Background: an optimization exercise with open tools, aiming at small area and a short achievable clock period. Do not read the settings as production practice.
The RTL was checked by simulation tests, not by an equivalence proof against the original design.
Power figures rest on the tool's default switching activity, not on a simulated workload.

File: flow/run.sh
#!/bin/bash
# synth_recipe.tcl (not shown) runs the flow's synth.tcl, then flattens the netlist and writes it again
# the make line also repeats each setting of config.mk as NAME=value (left out here)
make -C /OpenROAD-flow-scripts/flow DESIGN_CONFIG=/design/flow/config.mk WORK_HOME=/design/flow/orfs CLKGATE_MAP_FILE= SYNTH_SCRIPT=/design/flow/synth_recipe.tcl finish
File: flow/design.v
`timescale 1ns/1ps
`default_nettype none
module convenc #(
  parameter [2:0] G0 = 3'b111,  
  parameter [2:0] G1 = 3'b101   
)(
  input  wire clk,
  input  wire rst_n,
  input  wire in_valid,
  input  wire bit_in,         
  output reg  out_valid,
  output reg  y0,             
  output reg  y1              
);
  reg d1, d0;
  wire [2:0] regvec = {bit_in, d1, d0};  
  wire y0_next = ^(regvec & G0);  
  wire y1_next = ^(regvec & G1);
  always @(posedge clk or negedge rst_n) begin
    if (!rst_n) begin  
      d1 <= 1'b0;
      d0 <= 1'b0;
      y0 <= 1'b0;
      y1 <= 1'b0;
      out_valid <= 1'b0;
    end else begin  
      out_valid <= in_valid;    
      if (in_valid) begin
        y0 <= y0_next;
        y1 <= y1_next;
        d0 <= d1;
        d1 <= bit_in;
      end
    end
  end
endmodule
`timescale 1ns/1ps
/*verilator lint_off DECLFILENAME*/
module viterbi_decoder_7_5
#(
    parameter TB_LEN = 32   
)
(
    input              clk,
    input              rst,           
    input              sym_valid,     
    input      [1:0]   rx_sym,        
    output reg         bit_valid,     
    output reg         bit_out        
);
    integer i;
    reg [15:0] pm_cur   [0:3];
    reg [TB_LEN-1:0] path_reg_cur [0:3];
    reg [15:0]       pm_calc   [0:3];
    reg [TB_LEN-1:0] path_calc [0:3];
    reg [31:0] sym_count;
    /*verilator lint_off BLKSEQ*/
    function [1:0] hamming2;
        input [1:0] a;
        input [1:0] b;
        reg   [1:0] x;
        begin
            x = a ^ b;
            hamming2 = x[0] + x[1];
        end
    endfunction
    function [1:0] enc_out_7_5;
        input [1:0] s;   
        input       u;
        reg   v1, v0, s1, s0;
        begin
            s1 = s[1];
            s0 = s[0];
            v1 = u ^ s0 ^ s1;
            v0 = u ^ s1;
            enc_out_7_5 = {v1, v0};
        end
    endfunction
    function [15:0] sat_add16;
        input [15:0] a;
        input [15:0] b;
        reg   [16:0] sum;
        begin
            sum = a + b;
            if (sum[16] == 1'b1) sat_add16 = 16'hFFFF;
            else                 sat_add16 = sum[15:0];
        end
    endfunction
    function [1:0] argmin4;
        input [15:0] m0, m1, m2, m3;
        reg   [15:0] best;
        reg   [1:0]  idx;
        begin
            best = m0; idx = 2'd0;
            if (m1 < best) begin best = m1; idx = 2'd1; end
            if (m2 < best) begin best = m2; idx = 2'd2; end
            if (m3 < best) begin best = m3; idx = 2'd3; end
            argmin4 = idx;
        end
    endfunction
    /*verilator lint_on BLKSEQ*/
    always @(posedge clk) begin
        if (rst) begin
            pm_cur[0] <= 16'd0;
            pm_cur[1] <= 16'h3FFF;
            pm_cur[2] <= 16'h3FFF;
            pm_cur[3] <= 16'h3FFF;
            for (i=0;i<4;i=i+1) begin
                path_reg_cur[i] <= {TB_LEN{1'b0}};
                pm_calc[i]      = 16'd0;
                path_calc[i]    = {TB_LEN{1'b0}};
            end
            sym_count <= 32'd0;
            bit_valid <= 1'b0;
            bit_out   <= 1'b0;
        end else begin
            for (i=0;i<4;i=i+1) begin
                pm_cur[i]        <= pm_cur[i];
                path_reg_cur[i]  <= path_reg_cur[i];
            end
            bit_valid <= (sym_count >= TB_LEN) ? 1'b1 : 1'b0;
            bit_out   <= bit_out;
            if (sym_valid) begin
                begin : NEXT_00
                    reg [1:0] q, p0, p1;
                    reg       u;
                    reg [1:0] e0, e1;
                    reg [1:0] d0, d1;
                    reg [15:0] m0, m1;
                    q  = 2'b00; u  = q[0];
                    p0 = {1'b0, q[1]}; p1 = {1'b1, q[1]};
                    e0 = enc_out_7_5(p0, u); e1 = enc_out_7_5(p1, u);
                    d0 = hamming2(rx_sym, e0); d1 = hamming2(rx_sym, e1);
                    m0 = sat_add16(pm_cur[p0], {14'd0, d0});
                    m1 = sat_add16(pm_cur[p1], {14'd0, d1});
                    if (m0 <= m1) begin
                        pm_calc[q]   = m0;
                        path_calc[q] = {path_reg_cur[p0][TB_LEN-2:0], u};
                    end else begin
                        pm_calc[q]   = m1;
                        path_calc[q] = {path_reg_cur[p1][TB_LEN-2:0], u};
                    end
                end
                begin : NEXT_01
                    reg [1:0] q, p0, p1;
                    reg       u;
                    reg [1:0] e0, e1;
                    reg [1:0] d0, d1;
                    reg [15:0] m0, m1;
                    q  = 2'b01; u  = q[0];
                    p0 = {1'b0, q[1]}; p1 = {1'b1, q[1]};
                    e0 = enc_out_7_5(p0, u); e1 = enc_out_7_5(p1, u);
                    d0 = hamming2(rx_sym, e0); d1 = hamming2(rx_sym, e1);
                    m0 = sat_add16(pm_cur[p0], {14'd0, d0});
                    m1 = sat_add16(pm_cur[p1], {14'd0, d1});
                    if (m0 <= m1) begin
                        pm_calc[q]   = m0;
                        path_calc[q] = {path_reg_cur[p0][TB_LEN-2:0], u};
                    end else begin
                        pm_calc[q]   = m1;
                        path_calc[q] = {path_reg_cur[p1][TB_LEN-2:0], u};
                    end
                end
                begin : NEXT_10
                    reg [1:0] q, p0, p1;
                    reg       u;
                    reg [1:0] e0, e1;
                    reg [1:0] d0, d1;
                    reg [15:0] m0, m1;
                    q  = 2'b10; u  = q[0];
                    p0 = {1'b0, q[1]}; p1 = {1'b1, q[1]};
                    e0 = enc_out_7_5(p0, u); e1 = enc_out_7_5(p1, u);
                    d0 = hamming2(rx_sym, e0); d1 = hamming2(rx_sym, e1);
                    m0 = sat_add16(pm_cur[p0], {14'd0, d0});
                    m1 = sat_add16(pm_cur[p1], {14'd0, d1});
                    if (m0 <= m1) begin
                        pm_calc[q]   = m0;
                        path_calc[q] = {path_reg_cur[p0][TB_LEN-2:0], u};
                    end else begin
                        pm_calc[q]   = m1;
                        path_calc[q] = {path_reg_cur[p1][TB_LEN-2:0], u};
                    end
                end
                begin : NEXT_11
                    reg [1:0] q, p0, p1;
                    reg       u;
                    reg [1:0] e0, e1;
                    reg [1:0] d0, d1;
                    reg [15:0] m0, m1;
                    q  = 2'b11; u  = q[0];
                    p0 = {1'b0, q[1]}; p1 = {1'b1, q[1]};
                    e0 = enc_out_7_5(p0, u); e1 = enc_out_7_5(p1, u);
                    d0 = hamming2(rx_sym, e0); d1 = hamming2(rx_sym, e1);
                    m0 = sat_add16(pm_cur[p0], {14'd0, d0});
                    m1 = sat_add16(pm_cur[p1], {14'd0, d1});
                    if (m0 <= m1) begin
                        pm_calc[q]   = m0;
                        path_calc[q] = {path_reg_cur[p0][TB_LEN-2:0], u};
                    end else begin
                        pm_calc[q]   = m1;
                        path_calc[q] = {path_reg_cur[p1][TB_LEN-2:0], u};
                    end
                end
                for (i=0;i<4;i=i+1) begin
                    pm_cur[i]       <= pm_calc[i];
                    path_reg_cur[i] <= path_calc[i];
                end
                sym_count <= sym_count + 32'd1;
                begin : OUTPUT_STAGE
                    reg [1:0] best_idx;
                    best_idx = argmin4(pm_calc[0], pm_calc[1], pm_calc[2], pm_calc[3]);
                    bit_valid <= (sym_count + 32'd1 >= TB_LEN) ? 1'b1 : 1'b0;
                    bit_out   <= path_calc[best_idx][TB_LEN-1];   
                end
            end
        end
    end
endmodule
`timescale 1ns/1ps
`default_nettype none
module ber_tester
#(
    parameter integer TB_LEN = 12
)(
    input  wire        clk,
    input  wire        rst,             
    input  wire        ref_valid,
    input  wire        ref_bit,
    input  wire        advance,
    input  wire        dec_valid,
    input  wire        dec_bit,
    input  wire [15:0] total_bits,
    output reg         done,
    output reg  [31:0] bits_compared,
    output reg  [31:0] bit_errors
);
    reg [TB_LEN-1:0] ref_pipe;
    wire             ref_in = ref_valid ? ref_bit : 1'b0;
    reg [15:0] pushes;
    always @(posedge clk) begin
        if (rst) begin
            ref_pipe      <= {TB_LEN{1'b0}};
            pushes        <= 16'd0;
            bits_compared <= 32'd0;
            bit_errors    <= 32'd0;
            done          <= 1'b0;
        end else begin
            if (advance) begin
                ref_pipe <= {ref_pipe[TB_LEN-2:0], ref_in};
                if (pushes != 16'hFFFF)
                    pushes <= pushes + 16'd1;
            end
            if (dec_valid && !done) begin
                if (ref_pipe[TB_LEN-1] ^ dec_bit)
                    bit_errors <= bit_errors + 32'd1;
                bits_compared <= bits_compared + 32'd1;
                if (bits_compared + 32'd1 == {16'd0, total_bits})
                    done <= 1'b1;
            end
        end
    end
endmodule
`default_nettype wire
`timescale 1ns/1ps
`default_nettype none
module top_cv #(
    parameter integer TB_LEN  = 32,    
    parameter integer PAY_LEN = 10     
)(
    input  wire clk,
    input  wire enc_rst_n,       
    input  wire enc_in_valid,
    input  wire enc_bit_in,
    output wire enc_out_valid,
    output wire enc_y0,          
    output wire enc_y1,          
    input  wire       dec_rst,         
    input  wire       dec_sym_valid,
    input  wire [1:0] dec_rx_sym,      
    output wire       dec_bit_valid,
    output wire       dec_bit_out,
    output wire        ber_done,
    output wire [31:0] ber_bits,
    output wire [31:0] ber_errs
);
    convenc u_enc (
        .clk       (clk),
        .rst_n     (enc_rst_n),
        .in_valid  (enc_in_valid),
        .bit_in    (enc_bit_in),
        .out_valid (enc_out_valid),
        .y0        (enc_y0),
        .y1        (enc_y1)
    );
    viterbi_decoder_7_5 #(
        .TB_LEN(TB_LEN)
    ) u_dec (
        .clk       (clk),
        .rst       (dec_rst),
        .sym_valid (dec_sym_valid),
        .rx_sym    (dec_rx_sym),
        .bit_valid (dec_bit_valid),
        .bit_out   (dec_bit_out)
    );
    reg  [31:0] enc_payload_cnt;
    wire        ref_valid = enc_in_valid && (enc_payload_cnt < PAY_LEN);
    wire        ref_bit   = enc_bit_in;
    always @(posedge clk or negedge enc_rst_n) begin
        if (!enc_rst_n) begin
            enc_payload_cnt <= 32'd0;
        end else if (enc_in_valid) begin
            if (enc_payload_cnt < PAY_LEN)
                enc_payload_cnt <= enc_payload_cnt + 32'd1;
        end
    end
    wire [15:0] PAY_LEN_16 = PAY_LEN[15:0];
    ber_tester #(
        .TB_LEN(TB_LEN)
    ) u_ber (
        .clk           (clk),
        .rst           (dec_rst),          
        .ref_valid     (ref_valid),
        .ref_bit       (ref_bit),
        .advance       (dec_sym_valid),    
        .dec_valid     (dec_bit_valid),
        .dec_bit       (dec_bit_out),
        .total_bits    (PAY_LEN_16),
        .done          (ber_done),
        .bits_compared (ber_bits),
        .bit_errors    (ber_errs)
    );
endmodule
`default_nettype wire
File: flow/config.mk
export PLATFORM = sky130hd
export DESIGN_NAME = top_cv
export DESIGN_NICKNAME = top_cv
export VERILOG_FILES = /design/flow/design.v
export SDC_FILE = /design/flow/constraint.sdc
export NUM_CORES = 4
export LEC_CHECK = 0
export CAP_MARGIN = 20
export CORE_MARGIN = 2
export CORE_UTILIZATION = 40
export SLEW_MARGIN = 20
File: flow/constraint.sdc
create_clock -name core_clock -period 12.0 [get_ports {clk}]
set_input_delay 2.4000 -clock core_clock [delete_from_list [all_inputs] [get_ports {clk}]]
set_output_delay 2.4000 -clock core_clock [all_outputs]
set_load 0.01 [all_outputs]
==> out/qor.log <==
INFO  global_route   grt_max_degree=146
INFO  critical_path  critical_path.reg2reg.endpoint=u_dec.bit_out
INFO  detailed_routing initialDrtViolationCount=1308
INFO  critical_path  worst-path-buf-inv=5
INFO  clock_tree     clock_insertion_delay_worst_skew=0.59ns
INFO  logic_synthesis netlist_instances=2645
INFO  placement      placed_standard_cell_area=0.0241mm^2
INFO  pwr            ir_worst_vdd=116uV
INFO  logic_synthesis mappedNetlistNets=2786
INFO  critical_path  cp-startpoint=dec_rx_sym[0]
INFO  logic_synthesis synth.largest_area_cell=dfxtp_1
INFO  sta            maxSlewViolCount=0
INFO  logic_synthesis post-synth-top-area-fraction=29.2%
INFO  finish         layout_commonest_cell=nor2_1
INFO  critical_path  critical-path-slowest-cell=a221oi_4
INFO  logic_synthesis post_synth_main_area_contributors=dfxtp_1, mux2i_1, nor2_1, ha_1, xor2_1
INFO  pwr            report.power.total=4310uW
INFO  sta            slew_headroom=32.7%
INFO  critical_path  critPathMaxStageDelay=0.42ns
INFO  job            cap_viol_max_count=0
INFO  floorplanning  num_rows=85
INFO  finish         area_delta_synth_final=20.6%
INFO  detailed_routing detail_route.wl_per_cell=16.0um
INFO  detailed_routing overall_via_count_from_detail_route=18900
INFO  critical_path  timing.critical_path.max_delay_family=compound AO/OA/AOI/OAI gates
INFO  clock_tree     root_buffer=clkbuf_16
INFO  detailed_routing post_drt_via_cell_ratio=5.39
INFO  floorplanning  initial_util=40.2%
INFO  clock_tree     cts_tree=done
INFO  critical_path  worstPathArrival=12.00ns
INFO  sta            fin_tns_setup=0ns
INFO  clock_tree     clock_transition_at_the_register_clock_pins_on_the_worst_setup_and_hold_paths_after_cts=0.06ns
INFO  worst_hold_path worstHoldPathCells=0
INFO  critical_path  count_of_cell_instances_traversed_by_the_critical_path=52
INFO  logic_synthesis synth_edf_count=0
INFO  global_route   track_usage=19.5%
INFO  logic_synthesis synthesis.yosys.warnings=8
INFO  placement      placement.io_buffers=77
INFO  critical_path  ff2ff_path_depth=50
INFO  sta            post-route-min-period=11.49ns
INFO  critical_path  crit_path_end=u_dec.bit_out
INFO  critical_path  critPathLaunchType=primary input
INFO  logic_synthesis synth.lib_cells_used.distinct=82
INFO  global_route   globalRoute.totalOverflow=0
INFO  critical_path  timing.critical_path.required=12.51ns
INFO  sta            clock_skew=0.0352ns
INFO  critical_path  worstPathMaxFanout=8
INFO  sta            hold_violations=0
INFO  logic_synthesis flops_latches_synth=351
INFO  pwr            power.static_leakage=0.0110uW
INFO  floorplanning  top_level_ports=78
INFO  finish         most-common-layout-cells=nor2_1, dfxtp_1, buf_4
INFO  placement      finalWeightedCongestion=0.920
INFO  sta            post-route-period-util=95.8%
INFO  logic_synthesis yosysSeqAreaShare=33.4%
INFO  detailed_routing antenna_left=0
INFO  global_route   first_pass_grt_wire_length=91.1mm
INFO  finish         post_route_cells_drive_above_1_share=14.2%
INFO  sta            grt_setup_unrepaired=false
INFO  sta            max_freq=0.0870GHz
INFO  detailed_routing drtPass1Iterations=5
INFO  floorplanning  die_width=236um
INFO  placement      post-place-ws=-0.960ns
INFO  detailed_routing drt-total-wl=56.2mm
INFO  global_route   grt_pass1_vias=17900
INFO  finish         fill_cell_total_of_the_finished_layout=5118
INFO  worst_hold_path hold_class=flip-flop to flip-flop
INFO  floorplanning  die-area=0.0558mm^2
INFO  logic_synthesis synth_area=0.0216mm^2
INFO  finish         nets=2928
INFO  logic_synthesis syn_avg_cell_area=8.15um^2
INFO  critical_path  regToRegStartpoint=u_dec.pm_cur[2][0]
INFO  critical_path  crit_type=primary input to flip-flop
INFO  critical_path  setup.worst_path.end_class=flip-flop
INFO  finish         insertedDiodeCount=0
INFO  clock_tree     number_of_buffers_added_by_the_clock_tree_synthesis_step=41
INFO  detailed_routing drc=0
INFO  critical_path  worst-r2r-setup-slack=2.39ns
INFO  pwr            power-per-cell-area=166mW/mm^2
INFO  logic_synthesis ys.flop_type=dfxtp_1
INFO  sta            worst_slack=0.506ns
INFO  clock_tree     cts_sink_count=351
INFO  floorplanning  die_height=236um
INFO  status         outcome=no timing/DRC/antenna violations
INFO  clock_tree     clockBufferDepth=3
INFO  global_route   antenna_found_initial=0
INFO  sta            setup_viol=0
INFO  logic_synthesis ys_async_sr_fraction=10.5%
INFO  floorplanning  design.core.area=0.0536mm^2
INFO  placement      hpwlAfterDp=40.2mm
INFO  clock_tree     htree_depth=2
INFO  finish         layout.core_utilization=48.5%
INFO  critical_path  timing.critical_path.mode_cell=ha_1
INFO  sta            worst_pin_slew=1.01ns
INFO  finish         final_cell_area=0.0260mm^2
## timing repair
| item | 4_1_cts | 5_1_grt |
|---|---|---|
| setup buffers | 2 | 7 |
| gates cloned | 0 | 2 |
| pin swaps | 7 | 30 |
| hold buffers | 0 | 0 |
| resized for setup | 23 | 77 |
| endpoints found under the setup margin | 1 | 1 |
## worst min path at each step
stage,end,slack (ns),from
after detailed placement,enc_payload_cnt[23],0.36,enc_payload_cnt[23]
after global routing,enc_payload_cnt[23],0.38,enc_payload_cnt[23]
after global placement,enc_payload_cnt[20],0.36,enc_payload_cnt[20]
after CTS,enc_payload_cnt[23],0.37,enc_payload_cnt[23]
final,enc_payload_cnt[23],0.37,enc_payload_cnt[23]
after floorplan,enc_payload_cnt[20],0.42,enc_payload_cnt[20]
## registers in the layout, summed over array words and instances, names as in the netlist, 32 cells and up
| register | cells |
|---|---|
| u_dec.pm_cur | 64 |
| u_dec.path_reg_cur | 119 |
| u_ber.bits_compared | 32 |
| u_ber.bit_errors | 32 |
| u_dec.sym_count | 32 |
| enc_payload_cnt | 32 |
| u_ber.ref_pipe | 32 |
## per-stage QoR
stage          cells  hold slack, ns
4_1_cts         3506           0.374
3_5_place_dp    3429           0.361
6_report        3515           0.371
3_3_place_gp    3429           0.357
2_1_floorplan   2645           0.421
5_1_grt         3515           0.381
## area by class of cell
cell class,instances,area [um^2],share of cell area [%]
multi-input cells,2034,13800,53.0
flip-flops and latches,351,7210,27.7
repair buffers,301,2500,9.63
clock buffers,53,1150,4.43
well taps,696,871,3.35
clock inverters,22,258,0.991
inverters,58,218,0.837
## layer usage
metal	vias up	global-route usage [%]	wire length, um
met3	90	2.50	1980
met4	0	6.10	1420
met2	308	32.4	26100
met1	8963	26.4	26700
met5	-	0	0
li1	9582	-	-
## cell usage after synthesis, drive strengths merged, types with 6 or more instances
| cell | n |
|---|---|
| o31ai | 9 |
| o211ai | 6 |
| or3 | 30 |
| ha | 129 |
| o21a | 21 |
| clkbuf | 169 |
| nand2b | 15 |
| nand3 | 76 |
| o21ai | 75 |
| a21oi | 119 |
| mux2i | 180 |
| dfxtp | 314 |
| or2 | 7 |
| inv | 58 |
| and3 | 44 |
| mux2 | 12 |
| nor4 | 17 |
| o21bai | 18 |
| a31oi | 33 |
| xnor2 | 64 |
| xor2 | 110 |
| nor3 | 36 |
| nand4 | 66 |
| nor2 | 456 |
| buf | 35 |
| nor2b | 49 |
| a211oi | 124 |
| a211o | 28 |
| dfrtp | 37 |
| and2 | 23 |
| nand2 | 195 |
| a21o | 25 |
## worst register-to-register path: cells and delay by family (launching register included)
kind,cells,cell delay (ns)
buf+inv,3,0.42
fa+ha+maj,5,1.37
simple gates,16,2.17
flops,1,0.42
xor+xnor,1,0.16
compound gates,25,5.00
## logic make-up after synthesis
family                     share of synthesized area (%)
DFF                                                 33.4
adders and majority gates                           7.86
and+or+nand+nor                                     22.4
muxes                                               8.98
buffers and inverters                               4.71
xor gates and xnor gates                            7.07
AOI/OAI and AO/OA                                   15.5
## power breakdown
part | internal (uW) | switching [uW]
clock | 751 | 528
combinational | 769 | 939
sequential | 1240 | 84.9

-- what the ideal ports hide --
In the flow no input, the clock included, has a driving cell. The finished layout below was timed again as built, in two steps. Step 1 assumes that a clkbuf_16 drives the clock port and a buf_2 every other input. Step 2, shift: input delay + t, output delay - t, t = (earliest + latest rising clock arrival at the registers) / 2. This alone moves slack from input paths to output paths. Three values: ideal ports, drivers, drivers and shift; two values: the first two.
t (ns): 0.633
setup WS [ns]: 0.506 / 0.552 / -0.081
worst hold slack (ns): 0.371 / 0.371 / 0.371
worst setup path at the end: input to register
worst register clock-pin slew, ns: 0.07 / 0.07
With both steps, setup timing fails in this run, where it was met with ideal ports. The setup slack of this run moves by +0.046 ns with the drivers and by -0.587 ns with both steps.
